This is an optimization exercise on Yosys and OpenROAD, whose aim is small area and a short achievable clock period, not a production implementation.
Only the layout flow was run in this run; the RTL was not checked for function there.
Power and IR drop assume default switching activity.

==> flow/design.v <==
`timescale 1ns / 1ps
module sigmoid9slices (
    input wire clk,
    input wire rst_n,
    input wire signed [15:0] x0_in,  
    input wire signed [15:0] x1_in,  
    input wire valid_in,
    output reg signed [15:0] y0_out,  
    output reg signed [15:0] y1_out,  
    output reg valid_out
);
localparam signed [15:0] BP_0 = -16'sd12288;  
localparam signed [15:0] BP_1 = -16'sd9557;  
localparam signed [15:0] BP_2 = -16'sd6827;  
localparam signed [15:0] BP_3 = -16'sd4096;  
localparam signed [15:0] BP_4 = -16'sd1365;  
localparam signed [15:0] BP_5 = 16'sd1365;  
localparam signed [15:0] BP_6 = 16'sd4096;  
localparam signed [15:0] BP_7 = 16'sd6827;  
localparam signed [15:0] BP_8 = 16'sd9557;  
localparam signed [15:0] BP_9 = 16'sd12288;  
localparam signed [15:0] M_0 = 16'sd11;  
localparam signed [15:0] M_1 = 16'sd39;  
localparam signed [15:0] M_2 = 16'sd130;  
localparam signed [15:0] M_3 = 16'sd338;  
localparam signed [15:0] M_4 = 16'sd494;  
localparam signed [15:0] M_5 = 16'sd338;  
localparam signed [15:0] M_6 = 16'sd130;  
localparam signed [15:0] M_7 = 16'sd39;  
localparam signed [15:0] M_8 = 16'sd11;  
localparam signed [15:0] C_0 = 16'sd68;  
localparam signed [15:0] C_1 = 16'sd199;  
localparam signed [15:0] C_2 = 16'sd505;  
localparam signed [15:0] C_3 = 16'sd920;  
localparam signed [15:0] C_4 = 16'sd1024;  
localparam signed [15:0] C_5 = 16'sd1128;  
localparam signed [15:0] C_6 = 16'sd1543;  
localparam signed [15:0] C_7 = 16'sd1849;  
localparam signed [15:0] C_8 = 16'sd1980;  
localparam signed [15:0] SAT_LOW  = 16'sd5;  
localparam signed [15:0] SAT_HIGH = 16'sd2043;  
    reg s1_valid;
    reg signed [15:0] s1_x0, s1_x1;
    reg signed [15:0] s1_m0, s1_c0;
    reg signed [15:0] s1_m1, s1_c1;
    reg s1_sat_low0, s1_sat_high0;
    reg s1_sat_low1, s1_sat_high1;
    always @(posedge clk or negedge rst_n) begin
        if (!rst_n) begin
            s1_valid <= 0;
            s1_x0 <= 0; s1_x1 <= 0;
            s1_m0 <= 0; s1_c0 <= 0; s1_sat_low0 <= 0; s1_sat_high0 <= 0;
            s1_m1 <= 0; s1_c1 <= 0; s1_sat_low1 <= 0; s1_sat_high1 <= 0;
        end else begin
            s1_valid <= valid_in;
            s1_x0 <= x0_in;
            s1_x1 <= x1_in;
            if (x0_in < BP_0) begin
                s1_sat_low0 <= 1; s1_sat_high0 <= 0;  
                s1_m0 <= 0; s1_c0 <= 0;               
            end else if (x0_in >= BP_9) begin
                s1_sat_low0 <= 0; s1_sat_high0 <= 1;  
                s1_m0 <= 0; s1_c0 <= 0;               
            end else begin
                s1_sat_low0 <= 0; s1_sat_high0 <= 0;
                if (x0_in < BP_1) begin              
                    s1_m0 <= M_0; s1_c0 <= C_0;
                end else if (x0_in < BP_2) begin     
                    s1_m0 <= M_1; s1_c0 <= C_1;
                end else if (x0_in < BP_3) begin                       
                    s1_m0 <= M_2; s1_c0 <= C_2;
                end else if (x0_in < BP_4) begin
                    s1_m0 <= M_3; s1_c0 <= C_3;
                end else if (x0_in < BP_5) begin
                    s1_m0 <= M_4; s1_c0 <= C_4;
                end else if (x0_in < BP_6) begin
                    s1_m0 <= M_5; s1_c0 <= C_5;
                end else if (x0_in < BP_7) begin
                    s1_m0 <= M_6; s1_c0 <= C_6;
                end else if (x0_in < BP_8) begin
                    s1_m0 <= M_7; s1_c0 <= C_7;
                end else begin
                    s1_m0 <= M_8; s1_c0 <= C_8;
                end
            end
            if (x1_in < BP_0) begin
                s1_sat_low1 <= 1; s1_sat_high1 <= 0;
                s1_m1 <= 0; s1_c1 <= 0;
            end else if (x1_in >= BP_9) begin
                s1_sat_low1 <= 0; s1_sat_high1 <= 1;
                s1_m1 <= 0; s1_c1 <= 0;
            end else begin
                s1_sat_low1 <= 0; s1_sat_high1 <= 0;
                if (x1_in < BP_1) begin
                    s1_m1 <= M_0; s1_c1 <= C_0;
                end else if (x1_in < BP_2) begin
                    s1_m1 <= M_1; s1_c1 <= C_1;
                end else if (x1_in < BP_3) begin
                    s1_m1 <= M_2; s1_c1 <= C_2;
                end else if (x1_in < BP_4) begin
                    s1_m1 <= M_3; s1_c1 <= C_3;
                end else if (x1_in < BP_5) begin 
                    s1_m1 <= M_4; s1_c1 <= C_4;
                end else if (x1_in < BP_6) begin
                    s1_m1 <= M_5; s1_c1 <= C_5;
                end else if (x1_in < BP_7) begin
                    s1_m1 <= M_6; s1_c1 <= C_6;
                end else if (x1_in < BP_8) begin
                    s1_m1 <= M_7; s1_c1 <= C_7;
                end else begin
                    s1_m1 <= M_8; s1_c1 <= C_8;
                end
            end
        end
    end
    reg s2_valid;
    reg signed [15:0] s2_y0, s2_y1;
    reg s2_sat_low0, s2_sat_high0;
    reg s2_sat_low1, s2_sat_high1;
    reg signed [31:0] mult_res0, mult_res1;
    always @(posedge clk or negedge rst_n) begin
        if (!rst_n) begin
            s2_valid <= 0;
            s2_y0 <= 0; s2_y1 <= 0;
            s2_sat_low0 <= 0; s2_sat_high0 <= 0;
            s2_sat_low1 <= 0; s2_sat_high1 <= 0;
        end else begin
            s2_valid <= s1_valid;
            s2_sat_low0 <= s1_sat_low0; s2_sat_high0 <= s1_sat_high0;
            s2_sat_low1 <= s1_sat_low1; s2_sat_high1 <= s1_sat_high1;
            mult_res0 = s1_m0 * s1_x0;
            s2_y0 <= (mult_res0 >>> 11) + s1_c0;
            mult_res1 = s1_m1 * s1_x1;
            s2_y1 <= (mult_res1 >>> 11) + s1_c1;
        end
    end
    always @(posedge clk or negedge rst_n) begin
        if (!rst_n) begin
            valid_out <= 0;
            y0_out <= 0; y1_out <= 0;
        end else begin
            valid_out <= s2_valid;
            if (s2_sat_low0)       y0_out <= SAT_LOW;
            else if (s2_sat_high0) y0_out <= SAT_HIGH;
            else                   y0_out <= s2_y0;
            if (s2_sat_low1)       y1_out <= SAT_LOW;
            else if (s2_sat_high1) y1_out <= SAT_HIGH;
            else                   y1_out <= s2_y1;
        end
    end
endmodule
==> flow/run.sh <==
#!/bin/bash
# synth_recipe.tcl (not shown) runs the flow's synth.tcl, then flattens the netlist and writes it again
# the make line also repeats each setting of config.mk as NAME=value (left out here)
make -C /OpenROAD-flow-scripts/flow DESIGN_CONFIG=/design/flow/config.mk WORK_HOME=/design/flow/orfs CLKGATE_MAP_FILE= SYNTH_SCRIPT=/design/flow/synth_recipe.tcl finish
==> flow/config.mk <==
export PLATFORM = sky130hd
export DESIGN_NAME = sigmoid9slices
export DESIGN_NICKNAME = sigmoid9slices
export VERILOG_FILES = /design/flow/design.v
export SDC_FILE = /design/flow/constraint.sdc
export NUM_CORES = 4
export LEC_CHECK = 0
export CAP_MARGIN = 20
export CORE_MARGIN = 2
export CORE_UTILIZATION = 40
export SLEW_MARGIN = 20
==> flow/constraint.sdc <==
create_clock -name core_clock -period 8.0 [get_ports {clk}]
set_input_delay 1.6000 -clock core_clock [delete_from_list [all_inputs] [get_ports {clk}]]
set_output_delay 1.6000 -clock core_clock [all_outputs]
set_load 0.01 [all_outputs]
==> impl_metrics.tcl <==
set metrics [dict create \
    drt_iter0_drc 518 \
    yosysTopAreaCellShare_pct 30.6 \
    synth_top_family_by_area "adder cells" \
    synth_xor_area_share_pct 4.13 \
    drc 0 \
    fin_setup_tns_ns 0 \
    synthesis.nets 1997 \
    yosysTopAreaCell "fa_1" \
    synthArstFlopShare_pct 100 \
    synth.yosys.seq_area_share_pct 22.5 \
    place_congestion 0.884 \
    syn_inst 1588 \
    tightest_slew_ns 0.856 \
    skew_ns 0.0143 \
    clk_pin_slew_ns 0.07 \
    outcome "timing/DRC/antenna clean" \
    final-max-slew-violation-count 0 \
    io_buffers 67 \
    dp.final_hpwl_um 28600 \
    grt_start_max_net_pins 72 \
    slowest_stage "fa_1" \
    end_kind "flip-flop" \
    clk_latency_ns 0.46 \
    drt-total-wl_um 34900 \
    grt_overflow 0 \
    antenna_found_initial 0 \
    synth.avg_cell_area_sq_um 9.89 \
    max_freq_ghz 0.130 \
    cts_root_buffer "clkbuf_16" \
    cts_buffers 17 \
    hold_buffers 0 \
    relSlewSlack_pct 42.9 \
    initial_core_util_pct 40.5 \
    ios 68 \
    cellLeakagePower_nw 9.18 \
    synth_ff_type "dfrtp_1" \
    nets 2066 \
    rsz0062_at_grt "true" \
    synth_seq_cells 141 \
    synth_area_leaders "fa_1 31%, dfrtp_1 22%, ha_1 11%" \
    final.min_clock_period_ns 7.67 \
    antenna_cells 0 \
    synthToLayoutAreaGrowth_pct 12.4 \
    drive_above_1_share_pct 4.55 \
    cp.arrival_ns 8.00 \
    drtAntennaViolNets 0 \
    synth_edf_count 0 \
    crit_type "flip-flop to flip-flop" \
    fin_ws_ns 0.328 \
    synth_common_cells "307 x inv_1, 240 x fa_1, 151 x and2_1, 141 x dfrtp_1, 134 x ha_1" \
    placementRows 72 \
    syn-cell-area_sq_um 15700 \
    fp.dieW_um 202 \
    routedWlPerCell_um 15.9 \
    grt_pass1_wl_um 57400 \
    power_density_nw_per_um2 210 \
    synth.distinct_cells 67 \
    vias 10901 \
    vias_per_cell 4.98 \
    yosysMostFrequentCell "inv_1" \
    clockBufferDepth 2 \
    synthMuxAreaShare_pct 0.287 \
    track_usage_pct 17.7 \
    htreeDepth 4 \
    yosys.area_share.simple_pct 14.8 \
    drtPass1Iterations 5 \
    core_sq_um 38700 \
    tritoncts "built" \
    crit_path_start_kind "flip-flop" \
    synthAdderAreaFrac_pct 41.3 \
    finalPower_mw 3.70 \
    cts_sinks 141 \
    finalHoldViolCount 0 \
    hold_path_class "flip-flop to flip-flop" \
    peakVddDrop_mv 0.137 \
    maxCapViolCount 0 \
    place_ws_ns 0.164 \
    grt_pass1_vias 11402 \
    period_share_pct 95.9 \
    finalSetupViolCount 0 \
    ys_warn_count 1 \
    path_max_fanout 6 \
    slowest_delay_ns 0.55 \
    dieArea_sq_um 40900 \
    die_h_um 202 \
    cp.required_ns 8.33 \
    synth_compound_area_share_pct 8.96 \
    whs_ns 0.352 \
]
-- cells in the final DEF (no fill, tap or decap), types with 9 or more instances in the layout --
master | Yosys | routed
inv_1 | 307 | 307
fa_1 | 240 | 240
and2_1 | 151 | 151
dfrtp_1 | 141 | 136
ha_1 | 134 | 134
nand2_1 | 123 | 123
nor2_1 | 91 | 91
clkdlybuf4s50_1 | 0 | 66
xnor2_1 | 54 | 54
a21oi_1 | 48 | 48
o21ai_0 | 43 | 43
a21o_1 | 27 | 27
xor2_1 | 17 | 17
clkbuf_16 | 0 | 17
nand3_1 | 15 | 15
o21a_1 | 15 | 15
buf_4 | 0 | 11
nor3_1 | 9 | 9
-- power breakdown --
part | switching (mW) | internal [mW]
Sequential | 0.0796 | 0.873
Combinational | 1.08 | 0.862
Clock | 0.386 | 0.421
Total | 1.55 | 2.16
-- layer usage --
metal	global-route usage (%)	up-vias	wire length [um]
met3	2.02	37	1040
met2	31.4	174	18400
met1	22.4	5550	14700
met4	6.20	0	736
li1	-	5140	-
met5	0	-	0
-- final cells by class --
cell class                 instances  area, sq um
clock buffer                      17          425
clock inverter                    15          175
fill                            3734        21100
inverter                         307         1150
multi-input combinational       1111        11000
sequential                       141         3530
tap                              518          648
timing repair buffer              79          759
-- final timing paths --
| path | end | cells past startpoint | startpoint | slack, ns |
|---|---|---|---|---|
| setup / recovery | s2_y1[14] | 30 | s1_m1[5] | 0.33 |
| hold / removal | s2_sat_high1 | 0 | s1_sat_high1 | 0.35 |
| setup reg to reg | s2_y1[14] | 30 | s1_m1[5] | 0.33 |
| hold reg to reg | s2_sat_high1 | 0 | s1_sat_high1 | 0.35 |
| max in group asynchronous | s2_y0[14] | 2 | rst_n | 5.47 |
| min in group asynchronous | s1_x0[1] | 1 | rst_n | 1.17 |
-- worst max-delay path, delay by kind of cell (launching register included) --
family          cells  cell delay [ns]
buf+inv             6             0.45
flops               1             0.45
mux                 1             0.23
fa+ha+maj           7             3.19
xor+xnor            1             0.08
simple gates        6             1.15
compound gates      9             1.96
-- registers in the layout (all words and copies together), names as in the netlist, 10 cells and up --
register	flops
s2_y0	16
s1_x1	16
s1_x0	16
s1_c1	10
s2_y1	16
y1_out	16
s1_c0	10
y0_out	16
-- stage by stage --
step | utilization (%) | cells | cell area [sq um]
after global routing | 45.6 | 2188 | 17700
after detailed placement | 43.8 | 2154 | 17000
after CTS | 45.4 | 2186 | 17600
final | 45.6 | 2188 | 17700
after floorplan | - | 1588 | 15700
after global placement | 43.8 | 2154 | 17000
-- what timing repair did --
item | 4_1_cts | 5_1_grt
setup buffers | 0 | 2
gates resized for setup | 0 | 12
setup endpoints to repair | 0 | 5
-- logic make-up (layout without fill, tap and decap cells) --
group | after synthesis | count (layout)
mux | 4 | 4
compound gates | 205 | 205
xor+xnor | 72 | 72
flops | 141 | 141
buf+inv | 336 | 418
simple gates | 456 | 456
fa+ha+maj | 374 | 374

## what the ideal ports hide
The flow's constraints put no driver on any port. The routed layout listed below was extracted and timed again, unchanged, in two steps. Step 1 assumes that a clkbuf_16 drives the clock port and a buf_2 every other input. Step 2 moves the port delays by t, midway between the first and last clock arrival at a register: inputs arrive t later, outputs are due t later. That takes back most of the time a late clock gives input paths. Slacks: ideal ports / drivers / drivers and shift; pairs: ideal ports / drivers.
t (ns): 0.494
setup slack, ns: 0.328 / 0.328 / 0.328
worst hold slack (ns): 0.352 / 0.352 / 0.352
After both steps setup and hold are still met in this run. For this run, drivers alone change the setup slack by 0.000 ns; drivers and shift together by 0.000 ns.
